From an optimization exercise on the open Yosys and OpenROAD flow, aimed at small area and a short achievable clock period; shortcuts taken in it are not production practice.
RTL that was checked went through simulation tests only; none was proved equivalent to the original.
No functional check of the RTL was part of run 4.
No activity file was given, so power comes from the tool's default toggle rates.

**design/flow/flow/run.sh**
```bash
#!/bin/bash
# Standard ORFS layout with buf_1 port buffers (input ones then upsized) and
# no CTS dummy loads.
set -euo pipefail
export BUFFER_PORTS_ARGS="-buffer_cell sky130_fd_sc_hd__buf_1"
export POST_GLOBAL_PLACE_TCL="$(pwd)/flow/post_gpl.tcl"
export CTS_ARGS="-sink_clustering_enable -repair_clock_nets -dont_use_dummy_load -buf_list sky130_fd_sc_hd__clkbuf_8"
export SETUP_MOVE_SEQUENCE="sizeup,swap"
bash standard.sh > standard_flow.log 2>&1
```
**design/flow/flow/post_gpl.tcl**
```tcl
# Port buffers are inserted as buf_1; the input ones each drive a PE's partial
# products, so they get a stronger buffer, and so do the inverters they drive.
foreach inst [get_cells input*] {
  replace_cell $inst sky130_fd_sc_hd__buf_4
  foreach pin [get_pins -of_objects [get_nets -of_objects [get_pins [get_full_name $inst]/X]] -filter "direction == input"] {
    set c [get_cells -of_objects $pin]
    if {[get_property $c ref_name] == "sky130_fd_sc_hd__inv_1"} {
      replace_cell $c sky130_fd_sc_hd__inv_4
    }
  }
}
```
**design/flow/standard.sh**
```bash
#!/bin/bash
# synth_recipe.tcl (not shown) runs the flow's synth.tcl, then flattens the netlist and writes it again
# the make line also repeats each setting of config.mk as NAME=value (left out here)
make -C /OpenROAD-flow-scripts/flow DESIGN_CONFIG=/design/flow/config.mk WORK_HOME=/design/flow/orfs CLKGATE_MAP_FILE= SYNTH_SCRIPT=/design/flow/synth_recipe.tcl "${@:-finish}"
```
**design/flow/config.mk**
```make
export PLATFORM = sky130hd
export DESIGN_NAME = top
export DESIGN_NICKNAME = top
export VERILOG_FILES = /design/flow/design.v
export SDC_FILE = /design/flow/constraint.sdc
export NUM_CORES = 4
export LEC_CHECK = 0
export CAP_MARGIN = 20
export CORE_MARGIN = 2
export CORE_UTILIZATION = 40
export SETUP_SLACK_MARGIN = 1.95
export SLEW_MARGIN = 20
export SYNTH_HIERARCHICAL = 1
```
**design/flow/constraint.sdc**
```tcl
create_clock -name core_clock -period 6.0 [get_ports {clk}]
set_input_delay 1.2000 -clock core_clock [delete_from_list [all_inputs] [get_ports {clk}]]
set_output_delay 1.2000 -clock core_clock [all_outputs]
set_load 0.01 [all_outputs]
```
**design/flow/design.v**
```verilog
module top(clk,reset,a1,a2,a3,b1,b2,b3,c1,c2,c3,c4,c5,c6,c7,c8,c9);
 input wire clk,reset;
 input wire [7:0] a1,a2,a3,b1,b2,b3;
 output wire [16:0] c1,c2,c3,c4,c5,c6,c7,c8,c9;
 reg [7:0] a01n,a02n,a11n,a12n,a21n,a22n,b10n,b11n,b12n,b20n,b21n,b22n;
 reg [16:0] acc1,acc2,acc3,acc4,acc5,acc6,acc7,acc8,acc9;
 wire [16:0] n1,n2,n3,n4,n5,n6,n7,n8,n9;
 wire [7:0] a1n = ~a1, a2n = ~a2, a3n = ~a3, b1n = ~b1, b2n = ~b2, b3n = ~b3;
 mac_in  m1 (.an(a1n),  .bn(b1n),  .acc(acc1), .reset(reset), .nxt(n1));
 mac_in  m2 (.an(a01n), .bn(b2n),  .acc(acc2), .reset(reset), .nxt(n2));
 mac_in  m3 (.an(a02n), .bn(b3n),  .acc(acc3), .reset(reset), .nxt(n3));
 mac_in  m4 (.an(a2n),  .bn(b10n), .acc(acc4), .reset(reset), .nxt(n4));
 mac_reg m5 (.an(a11n), .bn(b11n), .acc(acc5), .reset(reset), .nxt(n5));
 mac_reg m6 (.an(a12n), .bn(b12n), .acc(acc6), .reset(reset), .nxt(n6));
 mac_in  m7 (.an(a3n),  .bn(b20n), .acc(acc7), .reset(reset), .nxt(n7));
 mac_reg m8 (.an(a21n), .bn(b21n), .acc(acc8), .reset(reset), .nxt(n8));
 mac_reg m9 (.an(a22n), .bn(b22n), .acc(acc9), .reset(reset), .nxt(n9));
 always @(posedge clk) begin
    if (reset) begin
      a01n <= 8'hff; a02n <= 8'hff; a11n <= 8'hff; a12n <= 8'hff; a21n <= 8'hff; a22n <= 8'hff;
      b10n <= 8'hff; b11n <= 8'hff; b12n <= 8'hff; b20n <= 8'hff; b21n <= 8'hff; b22n <= 8'hff;
    end
    else begin
      a01n <= ~a1; a02n <= a01n; a11n <= ~a2; a12n <= a11n; a21n <= ~a3; a22n <= a21n;
      b10n <= ~b1; b20n <= b10n; b11n <= ~b2; b21n <= b11n; b12n <= ~b3; b22n <= b12n;
    end
    acc1 <= n1; acc2 <= n2; acc3 <= n3; acc4 <= n4; acc5 <= n5;
    acc6 <= n6; acc7 <= n7; acc8 <= n8; acc9 <= n9;
 end
 assign c1 = acc1; assign c2 = acc2; assign c3 = acc3;
 assign c4 = acc4; assign c5 = acc5; assign c6 = acc6;
 assign c7 = acc7; assign c8 = acc8; assign c9 = acc9;
endmodule
module mac_in(input wire [7:0] an, input wire [7:0] bn, input wire [16:0] acc, input wire reset, output wire [16:0] nxt);
  wire pp0_0 = ~an[0] & ~bn[0];
  wire pp0_1 = ~an[0] & ~bn[1];
  wire pp0_2 = ~an[0] & ~bn[2];
  wire pp0_3 = ~an[0] & ~bn[3];
  wire pp0_4 = ~an[0] & ~bn[4];
  wire pp0_5 = ~an[0] & ~bn[5];
  wire pp0_6 = ~an[0] & ~bn[6];
  wire pp0_7 = ~an[0] & ~bn[7];
  wire pp1_0 = ~an[1] & ~bn[0];
  wire pp1_1 = ~an[1] & ~bn[1];
  wire pp1_2 = ~an[1] & ~bn[2];
  wire pp1_3 = ~an[1] & ~bn[3];
  wire pp1_4 = ~an[1] & ~bn[4];
  wire pp1_5 = ~an[1] & ~bn[5];
  wire pp1_6 = ~an[1] & ~bn[6];
  wire pp1_7 = ~an[1] & ~bn[7];
  wire pp2_0 = ~an[2] & ~bn[0];
  wire pp2_1 = ~an[2] & ~bn[1];
  wire pp2_2 = ~an[2] & ~bn[2];
  wire pp2_3 = ~an[2] & ~bn[3];
  wire pp2_4 = ~an[2] & ~bn[4];
  wire pp2_5 = ~an[2] & ~bn[5];
  wire pp2_6 = ~an[2] & ~bn[6];
  wire pp2_7 = ~an[2] & ~bn[7];
  wire pp3_0 = ~an[3] & ~bn[0];
  wire pp3_1 = ~an[3] & ~bn[1];
  wire pp3_2 = ~an[3] & ~bn[2];
  wire pp3_3 = ~an[3] & ~bn[3];
  wire pp3_4 = ~an[3] & ~bn[4];
  wire pp3_5 = ~an[3] & ~bn[5];
  wire pp3_6 = ~an[3] & ~bn[6];
  wire pp3_7 = ~an[3] & ~bn[7];
  wire pp4_0 = ~an[4] & ~bn[0];
  wire pp4_1 = ~an[4] & ~bn[1];
  wire pp4_2 = ~an[4] & ~bn[2];
  wire pp4_3 = ~an[4] & ~bn[3];
  wire pp4_4 = ~an[4] & ~bn[4];
  wire pp4_5 = ~an[4] & ~bn[5];
  wire pp4_6 = ~an[4] & ~bn[6];
  wire pp4_7 = ~an[4] & ~bn[7];
  wire pp5_0 = ~an[5] & ~bn[0];
  wire pp5_1 = ~an[5] & ~bn[1];
  wire pp5_2 = ~an[5] & ~bn[2];
  wire pp5_3 = ~an[5] & ~bn[3];
  wire pp5_4 = ~an[5] & ~bn[4];
  wire pp5_5 = ~an[5] & ~bn[5];
  wire pp5_6 = ~an[5] & ~bn[6];
  wire pp5_7 = ~an[5] & ~bn[7];
  wire pp6_0 = ~an[6] & ~bn[0];
  wire pp6_1 = ~an[6] & ~bn[1];
  wire pp6_2 = ~an[6] & ~bn[2];
  wire pp6_3 = ~an[6] & ~bn[3];
  wire pp6_4 = ~an[6] & ~bn[4];
  wire pp6_5 = ~an[6] & ~bn[5];
  wire pp6_6 = ~an[6] & ~bn[6];
  wire pp6_7 = ~an[6] & ~bn[7];
  wire pp7_0 = ~an[7] & ~bn[0];
  wire pp7_1 = ~an[7] & ~bn[1];
  wire pp7_2 = ~an[7] & ~bn[2];
  wire pp7_3 = ~an[7] & ~bn[3];
  wire pp7_4 = ~an[7] & ~bn[4];
  wire pp7_5 = ~an[7] & ~bn[5];
  wire pp7_6 = ~an[7] & ~bn[6];
  wire pp7_7 = ~an[7] & ~bn[7];
  wire s1, c1;
  ha us1 (acc[5], pp0_5, s1, c1);
  wire s2, c2;
  fax us2 (acc[6], pp0_6, pp1_5, s2, c2);
  wire s3, c3;
  hax us3 (pp2_4, pp3_3, s3, c3);
  wire s4, c4;
  fax us4 (acc[7], pp0_7, pp1_6, s4, c4);
  wire s5, c5;
  fax us5 (pp2_5, pp3_4, pp4_3, s5, c5);
  wire s6, c6;
  ha us6 (pp5_2, pp6_1, s6, c6);
  wire s7, c7;
  fax us7 (acc[8], pp1_7, pp2_6, s7, c7);
  wire s8, c8;
  fa us8 (pp3_5, pp4_4, pp5_3, s8, c8);
  wire s9, c9;
  hax us9 (pp6_2, pp7_1, s9, c9);
  wire s10, c10;
  fax us10 (acc[9], pp2_7, pp3_6, s10, c10);
  wire s11, c11;
  fax us11 (pp4_5, pp5_4, pp6_3, s11, c11);
  wire s12, c12;
  fax us12 (acc[10], pp3_7, pp4_6, s12, c12);
  wire s13, c13;
  ha us13 (acc[3], pp0_3, s13, c13);
  wire s14, c14;
  fa us14 (acc[4], pp0_4, pp1_3, s14, c14);
  wire s15, c15;
  ha us15 (pp2_2, pp3_1, s15, c15);
  wire s16, c16;
  fax us16 (pp1_4, pp2_3, pp3_2, s16, c16);
  wire s17, c17;
  fax us17 (pp4_1, pp5_0, s1, s17, c17);
  wire s18, c18;
  fa us18 (pp4_2, pp5_1, pp6_0, s18, c18);
  wire s19, c19;
  fax us19 (c1, s3, s2, s19, c19);
  wire s20, c20;
  fax us20 (pp7_0, c3, s6, s20, c20);
  wire s21, c21;
  fa us21 (c2, s4, s5, s21, c21);
  wire s22, c22;
  fax us22 (c6, s9, c4, s22, c22);
  wire s23, c23;
  fax us23 (c5, s7, s8, s23, c23);
  wire s24, c24;
  fax us24 (pp7_2, c9, c7, s24, c24);
  wire s25, c25;
  fa us25 (c8, s10, s11, s25, c25);
  wire s26, c26;
  fa us26 (pp5_5, pp6_4, pp7_3, s26, c26);
  wire s27, c27;
  fa us27 (c10, c11, s12, s27, c27);
  wire s28, c28;
  fa us28 (acc[11], pp4_7, pp5_6, s28, c28);
  wire s29, c29;
  fax us29 (pp6_5, pp7_4, c12, s29, c29);
  wire s30, c30;
  fa us30 (acc[12], pp5_7, pp6_6, s30, c30);
  wire s31, c31;
  ha us31 (acc[2], pp0_2, s31, c31);
  wire s32, c32;
  fa us32 (pp1_2, pp2_1, pp3_0, s32, c32);
  wire s33, c33;
  fa us33 (pp4_0, c13, s15, s33, c33);
  wire s34, c34;
  fa us34 (c15, c14, s16, s34, c34);
  wire s35, c35;
  fax us35 (c16, c17, s18, s35, c35);
  wire s36, c36;
  fa us36 (c18, s20, c19, s36, c36);
  wire s37, c37;
  fax us37 (c20, s22, c21, s37, c37);
  wire s38, c38;
  fax us38 (s24, c22, c23, s38, c38);
  wire s39, c39;
  fax us39 (s26, c24, s27, s39, c39);
  wire s40, c40;
  fax us40 (c26, s28, s29, s40, c40);
  wire s41, c41;
  fax us41 (pp7_5, c28, s30, s41, c41);
  wire s42, c42;
  fa us42 (acc[13], pp6_7, pp7_6, s42, c42);
  wire s43, c43;
  ha us43 (acc[1], pp0_1, s43, c43);
  wire s44, c44;
  fa us44 (pp1_1, pp2_0, s31, s44, c44);
  wire s45, c45;
  fa us45 (c31, s13, s32, s45, c45);
  wire s46, c46;
  fa us46 (c32, s14, s33, s46, c46);
  wire s47, c47;
  fa us47 (s17, c33, s34, s47, c47);
  wire s48, c48;
  fa us48 (s19, c34, s35, s48, c48);
  wire s49, c49;
  fax us49 (c35, s21, s36, s49, c49);
  wire s50, c50;
  fax us50 (s23, c36, s37, s50, c50);
  wire s51, c51;
  fax us51 (s25, s38, c37, s51, c51);
  wire s52, c52;
  fax us52 (c25, c38, s39, s52, c52);
  wire s53, c53;
  fax us53 (c27, s40, c39, s53, c53);
  wire s54, c54;
  fa us54 (c29, s41, c40, s54, c54);
  wire s55, c55;
  fa us55 (c30, s42, c41, s55, c55);
  wire s56, c56;
  fa us56 (acc[14], pp7_7, c42, s56, c56);
  wire rs0, rc1;
  ha r0 (acc[0], pp0_0, rs0, rc1);
  assign nxt[0] = rs0 & ~reset;
  wire rs1, rc2;
  fa r1 (pp1_0, s43, rc1, rs1, rc2);
  assign nxt[1] = rs1 & ~reset;
  wire rs2, rc3;
  fa r2 (s44, c43, rc2, rs2, rc3);
  assign nxt[2] = rs2 & ~reset;
  wire rs3, rc4;
  fa r3 (s45, c44, rc3, rs3, rc4);
  assign nxt[3] = rs3 & ~reset;
  wire p4_4, g4_4;
  x2 px4 (s46, c45, p4_4);
  assign g4_4 = s46 & c45;
  wire p5_5, g5_5;
  x2 px5 (s47, c46, p5_5);
  assign g5_5 = s47 & c46;
  wire p6_6, g6_6;
  x2 px6 (s48, c47, p6_6);
  assign g6_6 = s48 & c47;
  wire p7_7, g7_7;
  x2 px7 (s49, c48, p7_7);
  assign g7_7 = s49 & c48;
  wire p8_8, g8_8;
  x2 px8 (s50, c49, p8_8);
  assign g8_8 = s50 & c49;
  wire p9_9, g9_9;
  x2 px9 (s51, c50, p9_9);
  assign g9_9 = s51 & c50;
  wire p10_10, g10_10;
  x2 px10 (s52, c51, p10_10);
  assign g10_10 = s52 & c51;
  wire p11_11, g11_11;
  x2 px11 (s53, c52, p11_11);
  assign g11_11 = s53 & c52;
  wire p12_12, g12_12;
  x2 px12 (s54, c53, p12_12);
  assign g12_12 = s54 & c53;
  wire p13_13, g13_13;
  x2 px13 (s55, c54, p13_13);
  assign g13_13 = s55 & c54;
  wire p14_14, g14_14;
  x2 px14 (s56, c55, p14_14);
  assign g14_14 = s56 & c55;
  wire p15_15, g15_15;
  x2 px15 (acc[15], c56, p15_15);
  assign g15_15 = acc[15] & c56;
  wire g4_3 = g4_4 | (p4_4 & rc4);
  wire g5_4 = g5_5 | (p5_5 & g4_4);
  wire p5_4 = p5_5 & p4_4;
  wire g6_5 = g6_6 | (p6_6 & g5_5);
  wire p6_5 = p6_6 & p5_5;
  wire g7_6 = g7_7 | (p7_7 & g6_6);
  wire p7_6 = p7_7 & p6_6;
  wire g8_7 = g8_8 | (p8_8 & g7_7);
  wire p8_7 = p8_8 & p7_7;
  wire g9_8 = g9_9 | (p9_9 & g8_8);
  wire p9_8 = p9_9 & p8_8;
  wire g10_9 = g10_10 | (p10_10 & g9_9);
  wire p10_9 = p10_10 & p9_9;
  wire g11_10 = g11_11 | (p11_11 & g10_10);
  wire p11_10 = p11_11 & p10_10;
  wire g12_11 = g12_12 | (p12_12 & g11_11);
  wire p12_11 = p12_12 & p11_11;
  wire g13_12 = g13_13 | (p13_13 & g12_12);
  wire p13_12 = p13_13 & p12_12;
  wire g14_13 = g14_14 | (p14_14 & g13_13);
  wire p14_13 = p14_14 & p13_13;
  wire g15_14 = g15_15 | (p15_15 & g14_14);
  wire p15_14 = p15_15 & p14_14;
  wire g5_3 = g5_4 | (p5_4 & rc4);
  wire g6_3 = g6_5 | (p6_5 & g4_3);
  wire g7_4 = g7_6 | (p7_6 & g5_4);
  wire p7_4 = p7_6 & p5_4;
  wire g8_5 = g8_7 | (p8_7 & g6_5);
  wire p8_5 = p8_7 & p6_5;
  wire g9_6 = g9_8 | (p9_8 & g7_6);
  wire p9_6 = p9_8 & p7_6;
  wire g10_7 = g10_9 | (p10_9 & g8_7);
  wire p10_7 = p10_9 & p8_7;
  wire g11_8 = g11_10 | (p11_10 & g9_8);
  wire p11_8 = p11_10 & p9_8;
  wire g12_9 = g12_11 | (p12_11 & g10_9);
  wire p12_9 = p12_11 & p10_9;
  wire g13_10 = g13_12 | (p13_12 & g11_10);
  wire p13_10 = p13_12 & p11_10;
  wire g14_11 = g14_13 | (p14_13 & g12_11);
  wire p14_11 = p14_13 & p12_11;
  wire g15_12 = g15_14 | (p15_14 & g13_12);
  wire p15_12 = p15_14 & p13_12;
  wire g7_3 = g7_4 | (p7_4 & rc4);
  wire g8_3 = g8_5 | (p8_5 & g4_3);
  wire g9_3 = g9_6 | (p9_6 & g5_3);
  wire g10_3 = g10_7 | (p10_7 & g6_3);
  wire g11_4 = g11_8 | (p11_8 & g7_4);
  wire p11_4 = p11_8 & p7_4;
  wire g12_5 = g12_9 | (p12_9 & g8_5);
  wire p12_5 = p12_9 & p8_5;
  wire g13_6 = g13_10 | (p13_10 & g9_6);
  wire p13_6 = p13_10 & p9_6;
  wire g14_7 = g14_11 | (p14_11 & g10_7);
  wire p14_7 = p14_11 & p10_7;
  wire g15_8 = g15_12 | (p15_12 & g11_8);
  wire p15_8 = p15_12 & p11_8;
  wire g11_3 = g11_4 | (p11_4 & rc4);
  wire g12_3 = g12_5 | (p12_5 & g4_3);
  wire g13_3 = g13_6 | (p13_6 & g5_3);
  wire g14_3 = g14_7 | (p14_7 & g6_3);
  wire g15_3 = g15_8 | (p15_8 & g7_3);
  wire sn4;
  xn2 sx4 (p4_4, rc4, sn4);
  assign nxt[4] = ~(sn4 | reset);
  wire sn5;
  xn2 sx5 (p5_5, g4_3, sn5);
  assign nxt[5] = ~(sn5 | reset);
  wire sn6;
  xn2 sx6 (p6_6, g5_3, sn6);
  assign nxt[6] = ~(sn6 | reset);
  wire sn7;
  xn2 sx7 (p7_7, g6_3, sn7);
  assign nxt[7] = ~(sn7 | reset);
  wire sn8;
  xn2 sx8 (p8_8, g7_3, sn8);
  assign nxt[8] = ~(sn8 | reset);
  wire sn9;
  xn2 sx9 (p9_9, g8_3, sn9);
  assign nxt[9] = ~(sn9 | reset);
  wire sn10;
  xn2 sx10 (p10_10, g9_3, sn10);
  assign nxt[10] = ~(sn10 | reset);
  wire sn11;
  xn2 sx11 (p11_11, g10_3, sn11);
  assign nxt[11] = ~(sn11 | reset);
  wire sn12;
  xn2 sx12 (p12_12, g11_3, sn12);
  assign nxt[12] = ~(sn12 | reset);
  wire sn13;
  xn2 sx13 (p13_13, g12_3, sn13);
  assign nxt[13] = ~(sn13 | reset);
  wire sn14;
  xn2 sx14 (p14_14, g13_3, sn14);
  assign nxt[14] = ~(sn14 | reset);
  wire sn15;
  xn2 sx15 (p15_15, g14_3, sn15);
  assign nxt[15] = ~(sn15 | reset);
  wire sn16;
  xn2 sx16 (acc[16], g15_3, sn16);
  assign nxt[16] = ~(sn16 | reset);
endmodule
module mac_reg(input wire [7:0] an, input wire [7:0] bn, input wire [16:0] acc, input wire reset, output wire [16:0] nxt);
  wire pp0_0 = ~an[0] & ~bn[0];
  wire pp0_1 = ~an[0] & ~bn[1];
  wire pp0_2 = ~an[0] & ~bn[2];
  wire pp0_3 = ~an[0] & ~bn[3];
  wire pp0_4 = ~an[0] & ~bn[4];
  wire pp0_5 = ~an[0] & ~bn[5];
  wire pp0_6 = ~an[0] & ~bn[6];
  wire pp0_7 = ~an[0] & ~bn[7];
  wire pp1_0 = ~an[1] & ~bn[0];
  wire pp1_1 = ~an[1] & ~bn[1];
  wire pp1_2 = ~an[1] & ~bn[2];
  wire pp1_3 = ~an[1] & ~bn[3];
  wire pp1_4 = ~an[1] & ~bn[4];
  wire pp1_5 = ~an[1] & ~bn[5];
  wire pp1_6 = ~an[1] & ~bn[6];
  wire pp1_7 = ~an[1] & ~bn[7];
  wire pp2_0 = ~an[2] & ~bn[0];
  wire pp2_1 = ~an[2] & ~bn[1];
  wire pp2_2 = ~an[2] & ~bn[2];
  wire pp2_3 = ~an[2] & ~bn[3];
  wire pp2_4 = ~an[2] & ~bn[4];
  wire pp2_5 = ~an[2] & ~bn[5];
  wire pp2_6 = ~an[2] & ~bn[6];
  wire pp2_7 = ~an[2] & ~bn[7];
  wire pp3_0 = ~an[3] & ~bn[0];
  wire pp3_1 = ~an[3] & ~bn[1];
  wire pp3_2 = ~an[3] & ~bn[2];
  wire pp3_3 = ~an[3] & ~bn[3];
  wire pp3_4 = ~an[3] & ~bn[4];
  wire pp3_5 = ~an[3] & ~bn[5];
  wire pp3_6 = ~an[3] & ~bn[6];
  wire pp3_7 = ~an[3] & ~bn[7];
  wire pp4_0 = ~an[4] & ~bn[0];
  wire pp4_1 = ~an[4] & ~bn[1];
  wire pp4_2 = ~an[4] & ~bn[2];
  wire pp4_3 = ~an[4] & ~bn[3];
  wire pp4_4 = ~an[4] & ~bn[4];
  wire pp4_5 = ~an[4] & ~bn[5];
  wire pp4_6 = ~an[4] & ~bn[6];
  wire pp4_7 = ~an[4] & ~bn[7];
  wire pp5_0 = ~an[5] & ~bn[0];
  wire pp5_1 = ~an[5] & ~bn[1];
  wire pp5_2 = ~an[5] & ~bn[2];
  wire pp5_3 = ~an[5] & ~bn[3];
  wire pp5_4 = ~an[5] & ~bn[4];
  wire pp5_5 = ~an[5] & ~bn[5];
  wire pp5_6 = ~an[5] & ~bn[6];
  wire pp5_7 = ~an[5] & ~bn[7];
  wire pp6_0 = ~an[6] & ~bn[0];
  wire pp6_1 = ~an[6] & ~bn[1];
  wire pp6_2 = ~an[6] & ~bn[2];
  wire pp6_3 = ~an[6] & ~bn[3];
  wire pp6_4 = ~an[6] & ~bn[4];
  wire pp6_5 = ~an[6] & ~bn[5];
  wire pp6_6 = ~an[6] & ~bn[6];
  wire pp6_7 = ~an[6] & ~bn[7];
  wire pp7_0 = ~an[7] & ~bn[0];
  wire pp7_1 = ~an[7] & ~bn[1];
  wire pp7_2 = ~an[7] & ~bn[2];
  wire pp7_3 = ~an[7] & ~bn[3];
  wire pp7_4 = ~an[7] & ~bn[4];
  wire pp7_5 = ~an[7] & ~bn[5];
  wire pp7_6 = ~an[7] & ~bn[6];
  wire pp7_7 = ~an[7] & ~bn[7];
  wire s1, c1;
  ha us1 (acc[5], pp0_5, s1, c1);
  wire s2, c2;
  fa us2 (acc[6], pp0_6, pp1_5, s2, c2);
  wire s3, c3;
  hax us3 (pp2_4, pp3_3, s3, c3);
  wire s4, c4;
  fa us4 (acc[7], pp0_7, pp1_6, s4, c4);
  wire s5, c5;
  fa us5 (pp2_5, pp3_4, pp4_3, s5, c5);
  wire s6, c6;
  hax us6 (pp5_2, pp6_1, s6, c6);
  wire s7, c7;
  fa us7 (acc[8], pp1_7, pp2_6, s7, c7);
  wire s8, c8;
  fa us8 (pp3_5, pp4_4, pp5_3, s8, c8);
  wire s9, c9;
  ha us9 (pp6_2, pp7_1, s9, c9);
  wire s10, c10;
  fa us10 (acc[9], pp2_7, pp3_6, s10, c10);
  wire s11, c11;
  fa us11 (pp4_5, pp5_4, pp6_3, s11, c11);
  wire s12, c12;
  fa us12 (acc[10], pp3_7, pp4_6, s12, c12);
  wire s13, c13;
  ha us13 (acc[3], pp0_3, s13, c13);
  wire s14, c14;
  fa us14 (acc[4], pp0_4, pp1_3, s14, c14);
  wire s15, c15;
  ha us15 (pp2_2, pp3_1, s15, c15);
  wire s16, c16;
  fa us16 (pp1_4, pp2_3, pp3_2, s16, c16);
  wire s17, c17;
  fa us17 (pp4_1, pp5_0, s1, s17, c17);
  wire s18, c18;
  fa us18 (pp4_2, pp5_1, pp6_0, s18, c18);
  wire s19, c19;
  fax us19 (c1, s3, s2, s19, c19);
  wire s20, c20;
  fa us20 (pp7_0, c3, s6, s20, c20);
  wire s21, c21;
  fa us21 (c2, s4, s5, s21, c21);
  wire s22, c22;
  fax us22 (c6, s9, c4, s22, c22);
  wire s23, c23;
  fa us23 (c5, s7, s8, s23, c23);
  wire s24, c24;
  fax us24 (pp7_2, c9, c7, s24, c24);
  wire s25, c25;
  fa us25 (c8, s10, s11, s25, c25);
  wire s26, c26;
  fa us26 (pp5_5, pp6_4, pp7_3, s26, c26);
  wire s27, c27;
  fa us27 (c10, c11, s12, s27, c27);
  wire s28, c28;
  fa us28 (acc[11], pp4_7, pp5_6, s28, c28);
  wire s29, c29;
  fax us29 (pp6_5, pp7_4, c12, s29, c29);
  wire s30, c30;
  fa us30 (acc[12], pp5_7, pp6_6, s30, c30);
  wire s31, c31;
  ha us31 (acc[2], pp0_2, s31, c31);
  wire s32, c32;
  fa us32 (pp1_2, pp2_1, pp3_0, s32, c32);
  wire s33, c33;
  fa us33 (pp4_0, c13, s15, s33, c33);
  wire s34, c34;
  fa us34 (c15, c14, s16, s34, c34);
  wire s35, c35;
  fa us35 (c16, c17, s18, s35, c35);
  wire s36, c36;
  fa us36 (c18, s20, c19, s36, c36);
  wire s37, c37;
  fax us37 (c20, s22, c21, s37, c37);
  wire s38, c38;
  fax us38 (s24, c22, c23, s38, c38);
  wire s39, c39;
  fax us39 (s26, c24, s27, s39, c39);
  wire s40, c40;
  fa us40 (c26, s28, s29, s40, c40);
  wire s41, c41;
  fa us41 (pp7_5, c28, s30, s41, c41);
  wire s42, c42;
  fa us42 (acc[13], pp6_7, pp7_6, s42, c42);
  wire s43, c43;
  ha us43 (acc[1], pp0_1, s43, c43);
  wire s44, c44;
  fa us44 (pp1_1, pp2_0, s31, s44, c44);
  wire s45, c45;
  fa us45 (c31, s13, s32, s45, c45);
  wire s46, c46;
  fa us46 (c32, s14, s33, s46, c46);
  wire s47, c47;
  fa us47 (s17, c33, s34, s47, c47);
  wire s48, c48;
  fa us48 (s19, c34, s35, s48, c48);
  wire s49, c49;
  fa us49 (c35, s21, s36, s49, c49);
  wire s50, c50;
  fa us50 (s23, c36, s37, s50, c50);
  wire s51, c51;
  fa us51 (s25, s38, c37, s51, c51);
  wire s52, c52;
  fa us52 (c25, c38, s39, s52, c52);
  wire s53, c53;
  fa us53 (c27, s40, c39, s53, c53);
  wire s54, c54;
  fa us54 (c29, s41, c40, s54, c54);
  wire s55, c55;
  fa us55 (c30, s42, c41, s55, c55);
  wire s56, c56;
  fa us56 (acc[14], pp7_7, c42, s56, c56);
  wire rs0, rc1;
  ha r0 (acc[0], pp0_0, rs0, rc1);
  assign nxt[0] = rs0 & ~reset;
  wire rs1, rc2;
  fa r1 (pp1_0, s43, rc1, rs1, rc2);
  assign nxt[1] = rs1 & ~reset;
  wire rs2, rc3;
  fa r2 (s44, c43, rc2, rs2, rc3);
  assign nxt[2] = rs2 & ~reset;
  wire rs3, rc4;
  fa r3 (s45, c44, rc3, rs3, rc4);
  assign nxt[3] = rs3 & ~reset;
  wire rs4, rc5;
  fa r4 (s46, c45, rc4, rs4, rc5);
  assign nxt[4] = rs4 & ~reset;
  wire p5_5, g5_5;
  x2 px5 (s47, c46, p5_5);
  assign g5_5 = s47 & c46;
  wire p6_6, g6_6;
  x2 px6 (s48, c47, p6_6);
  assign g6_6 = s48 & c47;
  wire p7_7, g7_7;
  x2 px7 (s49, c48, p7_7);
  assign g7_7 = s49 & c48;
  wire p8_8, g8_8;
  x2 px8 (s50, c49, p8_8);
  assign g8_8 = s50 & c49;
  wire p9_9, g9_9;
  x2 px9 (s51, c50, p9_9);
  assign g9_9 = s51 & c50;
  wire p10_10, g10_10;
  x2 px10 (s52, c51, p10_10);
  assign g10_10 = s52 & c51;
  wire p11_11, g11_11;
  x2 px11 (s53, c52, p11_11);
  assign g11_11 = s53 & c52;
  wire p12_12, g12_12;
  x2 px12 (s54, c53, p12_12);
  assign g12_12 = s54 & c53;
  wire p13_13, g13_13;
  x2 px13 (s55, c54, p13_13);
  assign g13_13 = s55 & c54;
  wire p14_14, g14_14;
  x2 px14 (s56, c55, p14_14);
  assign g14_14 = s56 & c55;
  wire p15_15, g15_15;
  x2 px15 (acc[15], c56, p15_15);
  assign g15_15 = acc[15] & c56;
  wire g5_4 = g5_5 | (p5_5 & rc5);
  wire g6_5 = g6_6 | (p6_6 & g5_5);
  wire p6_5 = p6_6 & p5_5;
  wire g7_6 = g7_7 | (p7_7 & g6_6);
  wire p7_6 = p7_7 & p6_6;
  wire g8_7 = g8_8 | (p8_8 & g7_7);
  wire p8_7 = p8_8 & p7_7;
  wire g9_8 = g9_9 | (p9_9 & g8_8);
  wire p9_8 = p9_9 & p8_8;
  wire g10_9 = g10_10 | (p10_10 & g9_9);
  wire p10_9 = p10_10 & p9_9;
  wire g11_10 = g11_11 | (p11_11 & g10_10);
  wire p11_10 = p11_11 & p10_10;
  wire g12_11 = g12_12 | (p12_12 & g11_11);
  wire p12_11 = p12_12 & p11_11;
  wire g13_12 = g13_13 | (p13_13 & g12_12);
  wire p13_12 = p13_13 & p12_12;
  wire g14_13 = g14_14 | (p14_14 & g13_13);
  wire p14_13 = p14_14 & p13_13;
  wire g15_14 = g15_15 | (p15_15 & g14_14);
  wire p15_14 = p15_15 & p14_14;
  wire g6_4 = g6_5 | (p6_5 & rc5);
  wire g7_4 = g7_6 | (p7_6 & g5_4);
  wire g8_5 = g8_7 | (p8_7 & g6_5);
  wire p8_5 = p8_7 & p6_5;
  wire g9_6 = g9_8 | (p9_8 & g7_6);
  wire p9_6 = p9_8 & p7_6;
  wire g10_7 = g10_9 | (p10_9 & g8_7);
  wire p10_7 = p10_9 & p8_7;
  wire g11_8 = g11_10 | (p11_10 & g9_8);
  wire p11_8 = p11_10 & p9_8;
  wire g12_9 = g12_11 | (p12_11 & g10_9);
  wire p12_9 = p12_11 & p10_9;
  wire g13_10 = g13_12 | (p13_12 & g11_10);
  wire p13_10 = p13_12 & p11_10;
  wire g14_11 = g14_13 | (p14_13 & g12_11);
  wire p14_11 = p14_13 & p12_11;
  wire g15_12 = g15_14 | (p15_14 & g13_12);
  wire p15_12 = p15_14 & p13_12;
  wire g8_4 = g8_5 | (p8_5 & rc5);
  wire g9_4 = g9_6 | (p9_6 & g5_4);
  wire g10_4 = g10_7 | (p10_7 & g6_4);
  wire g11_4 = g11_8 | (p11_8 & g7_4);
  wire g12_5 = g12_9 | (p12_9 & g8_5);
  wire p12_5 = p12_9 & p8_5;
  wire g13_6 = g13_10 | (p13_10 & g9_6);
  wire p13_6 = p13_10 & p9_6;
  wire g14_7 = g14_11 | (p14_11 & g10_7);
  wire p14_7 = p14_11 & p10_7;
  wire g15_8 = g15_12 | (p15_12 & g11_8);
  wire p15_8 = p15_12 & p11_8;
  wire g12_4 = g12_5 | (p12_5 & rc5);
  wire g13_4 = g13_6 | (p13_6 & g5_4);
  wire g14_4 = g14_7 | (p14_7 & g6_4);
  wire g15_4 = g15_8 | (p15_8 & g7_4);
  wire sn5;
  xn2 sx5 (p5_5, rc5, sn5);
  assign nxt[5] = ~(sn5 | reset);
  wire sn6;
  xn2 sx6 (p6_6, g5_4, sn6);
  assign nxt[6] = ~(sn6 | reset);
  wire sn7;
  xn2 sx7 (p7_7, g6_4, sn7);
  assign nxt[7] = ~(sn7 | reset);
  wire sn8;
  xn2 sx8 (p8_8, g7_4, sn8);
  assign nxt[8] = ~(sn8 | reset);
  wire sn9;
  xn2 sx9 (p9_9, g8_4, sn9);
  assign nxt[9] = ~(sn9 | reset);
  wire sn10;
  xn2 sx10 (p10_10, g9_4, sn10);
  assign nxt[10] = ~(sn10 | reset);
  wire sn11;
  xn2 sx11 (p11_11, g10_4, sn11);
  assign nxt[11] = ~(sn11 | reset);
  wire sn12;
  xn2 sx12 (p12_12, g11_4, sn12);
  assign nxt[12] = ~(sn12 | reset);
  wire sn13;
  xn2 sx13 (p13_13, g12_4, sn13);
  assign nxt[13] = ~(sn13 | reset);
  wire sn14;
  xn2 sx14 (p14_14, g13_4, sn14);
  assign nxt[14] = ~(sn14 | reset);
  wire sn15;
  xn2 sx15 (p15_15, g14_4, sn15);
  assign nxt[15] = ~(sn15 | reset);
  wire sn16;
  xn2 sx16 (acc[16], g15_4, sn16);
  assign nxt[16] = ~(sn16 | reset);
endmodule
module fa(input wire x, input wire y, input wire z, output wire s, output wire c);
  assign s = x ^ y ^ z;
  assign c = (x & y) | (z & (x ^ y));
endmodule
module fax(input wire x, input wire y, input wire z, output wire s, output wire c);
  wire t;
  x2 u0 (x, y, t);
  x2 u1 (t, z, s);
  assign c = (x & y) | (z & t);
endmodule
module ha(input wire x, input wire y, output wire s, output wire c);
  assign s = x ^ y;
  assign c = x & y;
endmodule
module hax(input wire x, input wire y, output wire s, output wire c);
  x2 u0 (x, y, s);
  assign c = x & y;
endmodule
module x2(input wire x, input wire y, output wire s);
  assign s = x ^ y;
endmodule
module xn2(input wire x, input wire y, output wire s);
  assign s = ~(x ^ y);
endmodule
```
==> flow_metrics.tcl, run 1 <==
set metrics [dict create \
    avgSynthCellArea_sq_um 9.01 \
    crit_arrival_ns 4.43 \
    port_buffers 202 \
    critPathMaxFanout 8 \
    drive_above_1_share_pct 17.4 \
    fin_crit_ns 3.95 \
    postLayoutCellArea_sq_um 28700 \
    layout.nets 3277 \
    maxSlewHeadroom_pct 52.8 \
    clockBufferDepth 3 \
    drt_iter0_markers 926 \
    clk_latency_ns 0.64 \
    path_clk_slew_ns 0.06 \
    fin_hold_ws_ns 0.514 \
    setup_tns_ns 0 \
    whs_path_depth 2 \
    syn2layout_area_growth_pct 15.3 \
    fin_crit_sh_pct 65.9 \
    ant_nets 0 \
    hp-class "reg2reg" \
    viasPerCell 5.25 \
    die_h_um 253 \
    synth_area_sq_um 24900 \
    ys_types 40 \
    start_kind "primary input" \
    drtPass1Iterations 5 \
    required_ns 6.48 \
    synth_area_leader_cell "fa_1" \
    post_dp_cell_area_sq_um 27200 \
    p_leak_uw 0.0134 \
    cts_tree "yes" \
    yosysSeqAreaShare_pct 20.0 \
    rsz0062_at_grt "yes" \
    synthTopCellsByArea "fa_1 (25%), dfxtp_1 (20%), xor2_1 (15%), nor2_1 (11%), a22o_1 (6.2%)" \
    cts.sinks 249 \
    cts.hold.buffers_added 0 \
    drt_wl_total_um 66400 \
    grt_pass1_wl_um 106000 \
    ys_ff_latch 249 \
    reg2reg_depth 12 \
    peakVddDrop_mv 0.445 \
    outcome "no timing/DRC/antenna violations" \
    start_util_pct 40.4 \
    maxCapViolations 0 \
    p_per_area_nw_per_um2 341 \
    grt_usage_pct 20.6 \
    dp_cells 3640 \
    syn-num-nets 3180 \
    die_w_um 253 \
    postCtsSetupBuffers 0 \
    timing.fmax_ghz 0.253 \
    drc 0 \
    wl_per_cell_um 18.0 \
    core_area_sq_um 61600 \
    grt_antenna_before_repair 1 \
    crit_type "in2reg" \
    hold_viol 0 \
    grt_max_degree 122 \
    setup_violations 0 \
    skew_ns 0.0580 \
    hpwlAfterDp_um 51900 \
    syn_inst 2762 \
    worstSetupEndpointType "register" \
    ys.warnings.count 7 \
    tightest_slew_ns 0.709 \
    grt_pass1_vias 20400 \
    synth_top_area_share_pct 24.5 \
    cts_buffers 54 \
    top_level_ports 203 \
    via_count 19400 \
    instances_no_fill 3695 \
    drv_slew 0 \
    rows 91 \
    die-area_sq_um 64200 \
    cts_root_buf "clkbuf_8" \
    htree_levels 2 \
    overflow 0 \
    totalPowerFinal_uw 9790 \
]
synth_stat cells (all sizes together):
master,instances
o21a,9
a22o,177
clkbuf,123
a221oi,4
nand3,14
xor2,438
o21ai,49
inv,70
o22ai,9
a41o,5
a31oi,8
nor2b,50
or2,52
and4,5
nor2,703
a22oi,4
dfxtp,249
fa,305
o31ai,9
nor3,10
a32o,22
ha,63
a211oi,5
a32oi,40
and2,18
nand2,76
nand4,12
a31o,5
a21oi,18
o211ai,4
buf,40
nand2b,53
xnor2,113
per-module statistics from Yosys (local to each module, per instance):
module | flip-flops and latches | copies in the design
fa | 0 | 305
mac_in | 0 | 5
top | 249 | 1
x2 | 0 | 438
hax | 0 | 18
xn2 | 0 | 113
ha | 0 | 63
mac_reg | 0 | 4
fax | 0 | 158
through the flow:
| step | util [%] | worst slack [ns] |
|---|---|---|
| 4_1_cts | 45.4 | 1.90 |
| 6_report | 46.6 | 2.05 |
| 3_5_place_dp | 44.2 | 1.39 |
| 3_3_place_gp | 43.8 | 1.20 |
| 5_1_grt | 46.6 | 1.91 |
| 2_1_floorplan | - | 1.94 |
power breakdown:
group / internal, uW / leakage (uW) / switching, uW
registers: 1960 / 0.00204 / 351
logic: 2390 / 0.0109 / 3560
clock network: 781 / 0.000388 / 750
total: 5130 / 0.0134 / 4660
logic make-up (layout without fill, tap and decap cells):
group,after synthesis,after routing,synth area share [%]
DFF,249,249,20.0
other,0,1,0
buffers and inverters,233,328,3.66
xor gates and xnor gates,551,551,19.4
and+or+nand+nor,993,993,17.1
AOI/OAI and AO/OA,368,368,12.2
adders and majority gates,368,368,27.7
layer usage:
metal,global-route usage [%],vias up,share of wire (%)
met4,8.52,0,3.7
met5,0,-,0
met1,25.2,9727,41
met2,35.7,446,50
li1,-,9082,-
met3,3.60,138,4.9
state kept, by name, summed over array words and instances, names as in the netlist, 17 cells and up:
| name | cells |
|---|---|
| acc7 | 17 |
| acc4 | 17 |
| acc1 | 17 |
| acc2 | 17 |
| acc8 | 17 |
| acc3 | 17 |
| acc6 | 17 |
| acc9 | 17 |
| acc5 | 17 |
worst paths after layout:
check	to	startpoint	slack, ns
setup / recovery	acc1[16]	a1[6]	2.05
hold / removal	acc9[16]	acc9[16]	0.51
setup reg to reg	acc5[16]	a11n[1]	2.13
hold reg to reg	acc9[16]	acc9[16]	0.51
layout by cell type, fill, tap and decap left out, drive strengths merged, types with 5 or more instances in the layout:
master  count
a211oi      5
nor3       10
o21a        9
inv        69
o31ai       9
o21ai      49
dfxtp     249
a31oi       8
a32o       22
xor2      438
nand2b     53
buf       204
nor2      703
nor2b      50
or2        52
and4        5
nand3      14
a41o        5
nand4      12
nand2      76
a21oi      18
a22o      177
fa        305
ha         63
and2       18
xnor2     113
a32oi      40
a31o        5
clkbuf     54
o22ai       9
critical path, cell delays in order:
cell      delay, ns
buf_4          0.13
inv_4          0.12
nor2_1         0.07
ha_1           0.24
xor2_2         0.20
a22o_1         0.26
xor2_2         0.23
a22o_1         0.23
xor2_1         0.31
a22o_2         0.26
xor2_2         0.30
a32oi_4        0.21
nand2_1        0.17
nor2_1         0.07
a211oi_2       0.23
xnor2_1        0.14
nor2_1         0.06
timing repair:
item,CTS,global route
setup endpoints to repair,7,58
pin swaps,0,84
gates resized for setup,10,164
cell type report:
| type | count | area (sq um) |
|---|---|---|
| clock buffer | 54 | 743 |
| inverter | 70 | 402 |
| antenna | 1 | 2.50 |
| sequential | 249 | 5080 |
| multi-input combinational | 2280 | 20400 |
| fill | 5904 | 32900 |
| timing repair buffer | 204 | 981 |
| tap | 837 | 1050 |
==> inputs of run 2 (changes only) <==
--- a/design/flow/config.mk
+++ b/design/flow/config.mk
@@ -10,3 +10,3 @@
 export CORE_UTILIZATION = 40
-export SETUP_SLACK_MARGIN = 1.95
+export SETUP_SLACK_MARGIN = 1.85
 export SLEW_MARGIN = 20
==> flow_metrics.tcl, run 2 <==
set metrics [dict create \
    wl_per_cell_um 18.2 \
    worstSetupEndpointType "register" \
    syn2layout_area_growth_pct 11.4 \
    yosysMostFrequentCell "nor2_1" \
    use_met3_pct 3.58 \
    yosysSeqAreaShare_pct 20.0 \
    peakVddDrop_mv 0.454 \
    synth.top_cells.by_count "nor2_1 (703), xor2_1 (438), fa_1 (305)" \
    outcome "no timing/DRC/antenna violations" \
    critPathMaxFanout 8 \
    required_ns 6.47 \
    p_per_area_nw_per_um2 341 \
    switchingPower_uw 4470 \
    grt_max_degree 139 \
    setup_violations 0 \
    crit_type "in2reg" \
    synth_edf_count 0 \
    layout_commonest_cell "nor2_1" \
    synth_top_area_share_pct 24.5 \
    clockBufferDepth 3 \
    start_util_pct 40.4 \
    ant_nets 0 \
    maxSlewHeadroom_pct 52.2 \
    drive_above_1_share_pct 11.2 \
    overflow 0 \
    cts_root_buf "clkbuf_8" \
    start_kind "primary input" \
    drc 0 \
    p_int_uw 4990 \
    top_usage_layer "met2" \
    final_cell_mix "nor2_1 (700), xor2_1 (380), fa_1 (293)" \
    ys_ff_latch 249 \
    use_met1_pct 26.6 \
    synthArstFlopShare_pct 0 \
    crit_arrival_ns 4.46 \
    die_w_um 253 \
    drtPass1Iterations 5 \
    drt_wl_total_um 67100 \
    grt_antenna_before_repair 0 \
    clkPwrFrac_pct 15.5 \
    totalPowerFinal_uw 9460 \
    p_comb_share_pct 60.0 \
    rsz0062_at_grt "yes" \
    hold_viol 0 \
    maxCapViolations 0 \
    cts_buffers 51 \
    path_clk_slew_ns 0.05 \
    drt_iter0_markers 956 \
    timing.fmax_ghz 0.250 \
    htree_levels 2 \
    core_area_sq_um 61600 \
    syn-num-nets 3180 \
    ys.flop_type "dfxtp_1" \
    pwr-share-seq_pct 24.5 \
    tightest_slew_ns 0.716 \
    fin_crit_ns 4.00 \
    port_buffers 202 \
    via_count 19500 \
    use_met2_pct 35.7 \
    layout.nets 3274 \
    drv_slew 0 \
    ys.warnings.count 7 \
    ys_types 40 \
    switching_share_pct 47.3 \
    setup_tns_ns 0 \
    die_h_um 253 \
    die-area_sq_um 64200 \
    skew_ns 0.0355 \
    n_antenna_cell 0 \
    synthTopCellsByArea "fa_1 (25%), dfxtp_1 (20%), xor2_1 (15%), nor2_1 (11%), a22o_1 (6.2%)" \
    hpwlAfterDp_um 52300 \
    viasPerCell 5.28 \
    final_util_pct 45.0 \
    fillCellCount 6003 \
    top_level_ports 203 \
    synth_area_leader_cell "fa_1" \
    clk_latency_ns 0.65 \
    synth_area_sq_um 24900 \
    cts.sinks 249 \
    hp-class "reg2reg" \
    cts_tree "yes" \
    grt_usage_pct 20.8 \
    grt_pass1_wl_um 107000 \
    p_leak_uw 0.0133 \
    syn_inst 2762 \
    grt_pass1_vias 20300 \
    rows 91 \
    avgSynthCellArea_sq_um 9.01 \
    fin_crit_sh_pct 66.6 \
    fin_hold_ws_ns 0.519 \
]
run 2: changes by cell type in the layout (fill, tap and decap cells not counted), sizes merged:
cell,previous run,this run
clkbuf,54,51
clkinv,1,0
diode,1,0
inv,69,70
run 2: worst max-delay path: stages:
cell and delay (ns):
buf_4 0.12, inv_4 0.06, nor2_1 0.18, xor2_1 0.27, xor2_1 0.14, fa_1 0.60
xor2_1 0.32, xor2_2 0.27, xor2_2 0.28, and4_1 0.24, a41o_1 0.20, o21ai_4 0.12
o31ai_1 0.26, xnor2_1 0.15, nor2_1 0.06
run 2: stage by stage:
stage / setup slack, ns / area (sq um) / instances
finish: 2.00 / 27700 / 3691
global route: 1.80 / 27700 / 3691
CTS: 1.87 / 27200 / 3691
detailed placement: 1.39 / 26500 / 3640
global placement: 1.23 / 26200 / 3640
floorplan: 1.82 / 25100 / 2762
run 2: worst paths after layout:
| kind | from | to | slack [ns] | cells past startpoint |
|---|---|---|---|---|
| max | a1[0] | acc1[14] | 2.00 | 15 |
| min | acc7[16] | acc7[16] | 0.52 | 2 |
| max reg2reg | a11n[7] | acc5[13] | 2.05 | 14 |
| min reg2reg | acc7[16] | acc7[16] | 0.52 | 2 |
run 2: what timing repair did:
action / CTS / global route
endpoints found under the setup margin: 0 / 50
resized for setup: 0 / 103
hold buffers: 0 / 0
buffers inserted: 0 / 0
run 2: power by group through the flow:
| stage | Clock, uW | Sequential, uW | Combinational, uW |
|---|---|---|---|
| 6_report | 1470 | 2320 | 5670 |
| 5_1_grt | 1600 | 2350 | 6300 |
| 4_1_cts | 1540 | 2310 | 5410 |
| 3_5_place_dp | 0 | 2350 | 5350 |
| 3_3_place_gp | 0 | 2340 | 5240 |
| 2_1_floorplan | 0 | 2270 | 4270 |
run 2: cell families (layout without fill, tap and decap cells):
kind of cell / count (synthesis) / count (layout) / share of synthesized area [%]
adders and majority gates: 368 / 368 / 27.7
DFF: 249 / 249 / 20.0
AOI/OAI and AO/OA: 368 / 368 / 12.2
buffers and inverters: 233 / 325 / 3.66
and+or+nand+nor: 993 / 993 / 17.1
xor gates and xnor gates: 551 / 551 / 19.4
run 2: metal layers:
metal  up-vias  wire [um]
met3       108       3570
met4         0       1970
met1      9772      28800
met5         -          0
met2       485      32800
li1       9122          -
run 2: cell type report:
class | instances | area (sq um) | area share, %
inverters | 70 | 383 | 1.38
clock buffers | 51 | 702 | 2.53
well taps | 837 | 1050 | 3.78
repair buffers | 204 | 970 | 3.50
flip-flops and latches | 249 | 5030 | 18.1
multi-input cells | 2280 | 19600 | 70.7
run 2: modules after synthesis (local to each module, per instance), a selection:
module / cells inside / flip-flops and latches / copies in the design
top: 403 / 249 / 1
ha: 1 / 0 / 63
x2: 1 / 0 / 438
mac_in: 140 / 0 / 5
mac_reg: 141 / 0 / 4
xn2: 1 / 0 / 113
fax: 1 / 0 / 158
==> inputs of run 3 (changes only) <==
--- a/design/flow/flow/run.sh
+++ b/design/flow/flow/run.sh
@@ -6,3 +6,3 @@
 export POST_GLOBAL_PLACE_TCL="$(pwd)/flow/post_gpl.tcl"
-export CTS_ARGS="-sink_clustering_enable -repair_clock_nets -dont_use_dummy_load -buf_list sky130_fd_sc_hd__clkbuf_8"
+export CTS_ARGS="-sink_clustering_enable -repair_clock_nets -dont_use_dummy_load -buf_list sky130_fd_sc_hd__clkbuf_4"
 export SETUP_MOVE_SEQUENCE="sizeup,swap"
==> flow_metrics.tcl, run 3 <==
set metrics [dict create \
    rsz0062_at_grt "yes" \
    synth_edf_count 0 \
    switching_share_pct 47.7 \
    wl_per_cell_um 17.9 \
    clkPwrFrac_pct 14.2 \
    syn-num-nets 3180 \
    start_util_pct 40.4 \
    yosysMostFrequentCell "nor2_1" \
    maxCapViolations 0 \
    setup_tns_ns 0 \
    drive_above_1_share_pct 10.8 \
    ant_nets 0 \
    multi_input_area_sq_um 19300 \
    hpwlAfterDp_um 52300 \
    switchingPower_uw 4320 \
    critPathMaxFanout 9 \
    die_h_um 253 \
    p_comb_share_pct 60.3 \
    setup_ws_ns 2.06 \
    cts_tree "yes" \
    syn_inst 2762 \
    syn2layout_area_growth_pct 9.64 \
    synth_top_area_share_pct 24.5 \
    cts.hold.buffers_added 0 \
    synth_area_leader_cell "fa_1" \
    p_leak_uw 0.0133 \
    drt_wl_total_um 66500 \
    timing.fmax_ghz 0.254 \
    synth_area_sq_um 24900 \
    ys.flop_type "dfxtp_1" \
    required_ns 6.60 \
    layout_commonest_cell "nor2_1" \
    ys_ff_latch 249 \
    grt_usage_pct 20.9 \
    path_clk_slew_ns 0.05 \
    hold_viol 0 \
    ys.warnings.count 7 \
    cp_top_family "adder cells" \
    htree_levels 3 \
    maxSlewHeadroom_pct 52.1 \
    yosysSeqAreaShare_pct 20.0 \
    synthArstFlopShare_pct 0 \
    pwr-share-seq_pct 25.5 \
    drt_iter0_markers 901 \
    synth.top_cells.by_count "nor2_1 (703), xor2_1 (438), fa_1 (305)" \
    dp_cells 3640 \
    outcome "no timing/DRC/antenna violations" \
    clk_latency_ns 0.80 \
    cpPeakStageDelay_ns 0.59 \
    crit_arrival_ns 4.54 \
    regArea_sq_um 5050 \
    synthTopCellsByArea "fa_1 (25%), dfxtp_1 (20%), xor2_1 (15%), nor2_1 (11%), a22o_1 (6.2%)" \
    hp-class "reg2reg" \
    start_kind "register" \
    cpMaxStageDelayCell "fa_1" \
    fin_hold_ws_ns 0.516 \
    cts_root_buf "clkbuf_4" \
    fillCellCount 6023 \
    p_per_area_nw_per_um2 332 \
    cts_buffers 78 \
    die_w_um 253 \
    pre_cts_slack_ns 1.39 \
    tightest_slew_ns 0.719 \
    top_level_ports 203 \
    drc 0 \
    die-area_sq_um 64200 \
    fin_crit_sh_pct 65.7 \
    via_count 19600 \
    final_cell_mix "nor2_1 (703), xor2_1 (420), fa_1 (293)" \
    p_int_uw 4750 \
    drv_slew 0 \
    ys_types 40 \
    drtPass1Iterations 5 \
    overflow 0 \
    worstSetupEndpointType "register" \
    grt_max_degree 139 \
    fin_crit_ns 3.94 \
    avgSynthCellArea_sq_um 9.01 \
    instances_no_fill 3720 \
    skew_ns 0.0777 \
    clockBufferDepth 3 \
    totalPowerFinal_uw 9070 \
    port_buffers 202 \
    layout.nets 3301 \
    peakVddDrop_mv 0.436 \
    cts.sinks 249 \
    path_cells "nor2_1 > ha_1 > fa_1 > fa_1 > fa_1 > xor2_1 > nand2_1 > o21ai_2 > a31oi_2 > o31ai_1 > xnor2_1 > nor2_1" \
    cp_common_cell "fa_1" \
    grt_pass1_wl_um 107000 \
    rows 91 \
    core_area_sq_um 61600 \
    grt_pass1_vias 20500 \
    critPathBufInv 0 \
    grt_antenna_before_repair 2 \
    crit_type "reg2reg" \
    viasPerCell 5.26 \
    setup_violations 0 \
]
-- run 3: cell counts after synthesis --
No cell type changed its count.
-- run 3: kinds of logic after synthesis --
| logic type | share of synthesized area (%) |
|---|---|
| adder cells (fa/ha/maj) | 27.7 |
| flip-flops | 20.0 |
| AO/OA/AOI/OAI | 12.2 |
| AND/OR/NAND/NOR | 17.1 |
| buffers and inverters | 3.66 |
| XOR/XNOR | 19.4 |
-- run 3: final timing paths --
path	from	to	depth (start not counted)	slack, ns
hold reg to reg	acc9[16]	acc9[16]	2	0.52
setup / recovery	a21n[0]	acc8[16]	12	2.06
setup reg to reg	a21n[0]	acc8[16]	12	2.06
hold / removal	acc9[16]	acc9[16]	2	0.52
-- run 3: what timing repair did --
action / CTS / global route
gates resized for setup: 0 / 65
setup buffers: 0 / 0
endpoints found under the setup margin: 0 / 33
-- run 3: cell type report --
cell class / instances / area share (%)
Tap cell: 837 / 3.84
Timing Repair Buffer: 204 / 3.55
Clock buffer: 78 / 2.15
Inverter: 70 / 1.40
Sequential cell: 249 / 18.5
Antenna cell: 2 / 0.0183
Multi-Input combinational cell: 2280 / 70.6
-- run 3: modules after synthesis, one instance, submodules excluded --
module / times used / cells inside
fa: 305 / 1
mac_reg: 4 / 141
x2: 438 / 1
mac_in: 5 / 140
top: 1 / 403
xn2: 113 / 1
ha: 63 / 1
fax: 158 / 1
hax: 18 / 1
-- run 3: per-stage QoR --
step,utilization [%],instance area (sq um)
after floorplan,-,25100
after global placement,42.6,26200
after detailed placement,43.1,26500
after CTS,44.0,27100
after global routing,44.3,27300
final,44.3,27300
-- run 3: metal layers --
metal | vias up | share of wire (%) | GRT usage, %
li1 | 9234 | - | -
met1 | 9734 | 43 | 26.3
met2 | 498 | 48 | 35.6
met3 | 108 | 5.5 | 3.87
met4 | 0 | 3.0 | 7.78
met5 | - | 0 | 0
-- run 3: tightest hold or removal path: cells and delay by family, from the launching register on --
kind / cells / cell delay (ns)
flops: 1 / 0.34
xor+xnor: 1 / 0.07
simple gates: 1 / 0.07
-- run 3: power groups by stage --
stage	Sequential [uW]	Combinational [uW]	Clock [uW]
final	2310	5470	1290
after global routing	2350	6090	1440
after CTS	2310	5410	1390
after detailed placement	2350	5350	0
after global placement	2340	5240	0
after floorplan	2270	4270	0
==> inputs of run 4 (changes only) <==
--- a/design/flow/design.v
+++ b/design/flow/design.v
@@ -428,3 +428,3 @@
   wire s2, c2;
-  fa us2 (acc[6], pp0_6, pp1_5, s2, c2);
+  fax us2 (acc[6], pp0_6, pp1_5, s2, c2);
   wire s3, c3;
@@ -432,17 +432,17 @@
   wire s4, c4;
-  fa us4 (acc[7], pp0_7, pp1_6, s4, c4);
+  fax us4 (acc[7], pp0_7, pp1_6, s4, c4);
   wire s5, c5;
-  fa us5 (pp2_5, pp3_4, pp4_3, s5, c5);
+  fax us5 (pp2_5, pp3_4, pp4_3, s5, c5);
   wire s6, c6;
-  hax us6 (pp5_2, pp6_1, s6, c6);
+  ha us6 (pp5_2, pp6_1, s6, c6);
   wire s7, c7;
-  fa us7 (acc[8], pp1_7, pp2_6, s7, c7);
+  fax us7 (acc[8], pp1_7, pp2_6, s7, c7);
   wire s8, c8;
-  fa us8 (pp3_5, pp4_4, pp5_3, s8, c8);
+  fax us8 (pp3_5, pp4_4, pp5_3, s8, c8);
   wire s9, c9;
-  ha us9 (pp6_2, pp7_1, s9, c9);
+  hax us9 (pp6_2, pp7_1, s9, c9);
   wire s10, c10;
-  fa us10 (acc[9], pp2_7, pp3_6, s10, c10);
+  fax us10 (acc[9], pp2_7, pp3_6, s10, c10);
   wire s11, c11;
-  fa us11 (pp4_5, pp5_4, pp6_3, s11, c11);
+  fax us11 (pp4_5, pp5_4, pp6_3, s11, c11);
   wire s12, c12;
@@ -458,3 +458,3 @@
   wire s17, c17;
-  fa us17 (pp4_1, pp5_0, s1, s17, c17);
+  fax us17 (pp4_1, pp5_0, s1, s17, c17);
   wire s18, c18;
@@ -464,3 +464,3 @@
   wire s20, c20;
-  fa us20 (pp7_0, c3, s6, s20, c20);
+  fax us20 (pp7_0, c3, s6, s20, c20);
   wire s21, c21;
@@ -478,3 +478,3 @@
   wire s27, c27;
-  fa us27 (c10, c11, s12, s27, c27);
+  fax us27 (c10, c11, s12, s27, c27);
   wire s28, c28;
@@ -504,3 +504,3 @@
   wire s40, c40;
-  fa us40 (c26, s28, s29, s40, c40);
+  fax us40 (c26, s28, s29, s40, c40);
   wire s41, c41;
--- a/design/flow/flow/run.sh
+++ b/design/flow/flow/run.sh
@@ -6,3 +6,3 @@
 export POST_GLOBAL_PLACE_TCL="$(pwd)/flow/post_gpl.tcl"
-export CTS_ARGS="-sink_clustering_enable -repair_clock_nets -dont_use_dummy_load -buf_list sky130_fd_sc_hd__clkbuf_4"
+export CTS_ARGS="-sink_clustering_enable -repair_clock_nets -dont_use_dummy_load -buf_list sky130_fd_sc_hd__clkbuf_8"
 export SETUP_MOVE_SEQUENCE="sizeup,swap"
==> flow_metrics.tcl, run 4 <==
set metrics [dict create \
    tightest_slew_ns 0.825 \
    peakVddDrop_mv 0.520 \
    htree_levels 2 \
    fillCellCount 6070 \
    wl_per_cell_um 17.8 \
    cts_buffers 51 \
    p_comb_share_pct 60.2 \
    grt_antenna_before_repair 4 \
    layout_commonest_cell "nor2_1" \
    ant_nets 0 \
    cts.hold.buffers_added 0 \
    switchingPower_uw 4470 \
    skew_ns 0.0513 \
    crit_arrival_ns 4.59 \
    start_util_pct 40.6 \
    syn_inst 2850 \
    ys_ff_latch 249 \
    core_area_sq_um 61900 \
    cpMaxStageDelayCell "fa_1" \
    avgSynthCellArea_sq_um 8.83 \
    drt_wl_total_um 67300 \
    synth.top_cells.by_count "nor2_1 (703), xor2_1 (526), fa_1 (261)" \
    overflow 0 \
    hp-class "reg2reg" \
    top_level_ports 203 \
    hold_viol 0 \
    hpwlAfterDp_um 53100 \
    clockBufferDepth 3 \
    via_count 20100 \
    cp_top_family "XOR/XNOR gates" \
    cts.sinks 249 \
    grt_pass1_wl_um 107000 \
    final_cell_mix "nor2_1 (698), xor2_1 (473), fa_1 (249)" \
    cts_tree "yes" \
    ys.flop_type "dfxtp_1" \
    switching_share_pct 47.3 \
    synth_top_area_share_pct 20.8 \
    synth_edf_count 0 \
    cpPeakStageDelay_ns 0.49 \
    maxCapViolations 0 \
    drtPass1Iterations 7 \
    path_clk_slew_ns 0.06 \
    drv_slew 0 \
    viasPerCell 5.33 \
    ys_types 40 \
    layout.nets 3318 \
    fin_crit_sh_pct 68.5 \
    ys.warnings.count 7 \
    die_w_um 255 \
    drt_iter0_markers 1112 \
    p_leak_uw 0.0137 \
    maxSlewHeadroom_pct 45.0 \
    yosysSeqAreaShare_pct 19.8 \
    synth_area_leader_cell "fa_1" \
    cts_root_buf "clkbuf_8" \
    rows 91 \
    drive_above_1_share_pct 10.5 \
    synthArstFlopShare_pct 0 \
    clkPwrFrac_pct 15.3 \
    synthTopCellsByArea "fa_1 (21%), dfxtp_1 (20%), xor2_1 (18%), nor2_1 (10%), a22o_1 (7.7%)" \
    grt_max_degree 128 \
    start_kind "primary input" \
    setup_ws_ns 1.89 \
    syn-num-nets 3224 \
    die-area_sq_um 64900 \
    setup_violations 0 \
    yosysMostFrequentCell "nor2_1" \
    syn2layout_area_growth_pct 11.2 \
    setup_tns_ns 0 \
    instances_no_fill 3781 \
    worstSetupEndpointType "register" \
    die_h_um 255 \
    pwr-share-seq_pct 24.5 \
    grt_usage_pct 20.6 \
    fin_hold_ws_ns 0.507 \
    synth_area_sq_um 25200 \
    rsz0062_at_grt "yes" \
    path_cells "buf_4 > inv_4 > nor2_1 > xor2_1 > xor2_1 > fa_1 > xor2_1 > xor2_1 > xor2_2 > and4_1 > a41o_1 > o21ai_4 > o31ai_1 > xnor2_1 > nor2_1" \
    drc 0 \
    pre_cts_slack_ns 1.35 \
    timing.fmax_ghz 0.243 \
    critPathBufInv 2 \
    crit_type "in2reg" \
    outcome "no timing/DRC/antenna violations" \
    p_per_area_nw_per_um2 338 \
    clk_latency_ns 0.64 \
    critPathMaxFanout 8 \
    cp_common_cell "xor2_1" \
    final_util_pct 45.2 \
    required_ns 6.48 \
    dp_cells 3728 \
    p_int_uw 4970 \
    grt_pass1_vias 21200 \
    port_buffers 202 \
    fin_crit_ns 4.11 \
]
[run 4: cell types whose count changed after synthesis]
| cell | before | now |
|---|---|---|
| fa_1 | 305 | 261 |
| a22o_1 | 177 | 221 |
| xor2_1 | 438 | 526 |
[run 4: cell type report]
cell class / count / area (sq um) / share of cell area, %
Antenna cell: 2 / 5.00 / 0.0179
Clock buffer: 51 / 702 / 2.51
Inverter: 70 / 383 / 1.37
Multi-Input combinational cell: 2368 / 19800 / 70.9
Sequential cell: 249 / 5020 / 18.0
Tap cell: 837 / 1050 / 3.74
Timing Repair Buffer: 204 / 970 / 3.47
[run 4: per-layer routing]
layer | track usage [%] | up-vias | part of all wire [%]
li1 | - | 9476 | -
met1 | 25.5 | 10000 | 42
met2 | 35.4 | 488 | 48
met3 | 4.20 | 136 | 6.0
met4 | 7.49 | 4 | 3.2
met5 | 0 | - | 0.039
[run 4: kinds of logic (layout without fill, tap and decap cells)]
family / count (synthesis) / after routing / synth area share, %
and+or+nand+nor: 993 / 993 / 16.9
xor gates and xnor gates: 639 / 639 / 22.2
AOI/OAI and AO/OA: 412 / 412 / 13.6
adders and majority gates: 324 / 324 / 23.9
DFF: 249 / 249 / 19.8
buffers and inverters: 233 / 325 / 3.62
other: 0 / 2 / 0
[run 4: through the flow]
step | total power [uW] | instance area [sq um]
after floorplan | 6580 | 25400
after global placement | 7620 | 26500
after detailed placement | 7740 | 26800
after CTS | 9310 | 27500
after global routing | 10300 | 28000
final | 9450 | 28000
[run 4: final timing paths]
| check | slack (ns) | endpoint | cells past startpoint | start |
|---|---|---|---|---|
| setup reg to reg | 2.05 | acc6[13] | 12 | b12n[2] |
| hold reg to reg | 0.51 | b22n[1] | 1 | b12n[1] |
| setup / recovery | 1.89 | acc3[14] | 15 | b3[4] |
| hold / removal | 0.51 | b22n[1] | 1 | b12n[1] |
[run 4: what timing repair did]
item,in CTS,in global routing
resized for setup,0,92
endpoints found under the setup margin,0,56
setup buffers,0,0
[run 4: per-module statistics from Yosys, one instance, submodules excluded, a selection]
module,times used,flip-flops and latches,cells inside
fax,202,0,1
ha,63,0,1
mac_in,5,0,140
top,1,249,403
hax,18,0,1
x2,526,0,1
[run 4: power groups by stage]
stage          logic (uW)  clock network, uW  registers [uW]
5_1_grt              6330               1580            2350
4_1_cts              5470               1530            2310
2_1_floorplan        4300                  0            2280
3_3_place_gp         5280                  0            2340
6_report             5690               1440            2310
3_5_place_dp         5400                  0            2340
[run 4: worst register-to-register path, stage by stage, from the launching register on]
cell and delay (ns):
dfxtp_2 0.43, nor2_1 0.07, ha_1 0.31, fa_1 0.48
fa_1 0.40, fa_1 0.44, fa_1 0.46, a22oi_2 0.24
o22ai_1 0.16, o211ai_1 0.38, a31oi_1 0.16, xnor2_1 0.24
nor2_1 0.06

-- separate check: timing with driven ports --
The results above use ideal ports. As a check the final layouts listed here were re-extracted and re-timed, cells and wires unchanged.
Step 1, drivers: a clkbuf_16 drives clk and a buf_2 each remaining input, both assumed.
Step 2 moves the port delays by t, midway between the first and last clock arrival at a register: inputs arrive t later, outputs are due t later. That takes back most of the time a late clock gives input paths.
Slacks: ideal / step 1 / step 2; pairs: ideal / step 1.
| run | t (ns) | setup WS [ns] | slew at the worst register clock pin (ns) |
|---|---|---|---|
| run 1 | 0.671 | 2.047 / 2.077 / 1.406 | 0.06 / 0.06 |
| run 2 | 0.682 | 2.004 / 2.034 / 1.352 | 0.07 / 0.07 |
| run 3 | 0.806 | 2.060 / 2.060 / 1.297 | 0.07 / 0.07 |
| run 4 | 0.673 | 1.891 / 1.910 / 1.236 | 0.06 / 0.06 |
After both steps every run listed still meets setup and hold. For run 3, which loses most, drivers alone change the setup slack by 0.000 ns; drivers and shift together by -0.763 ns.
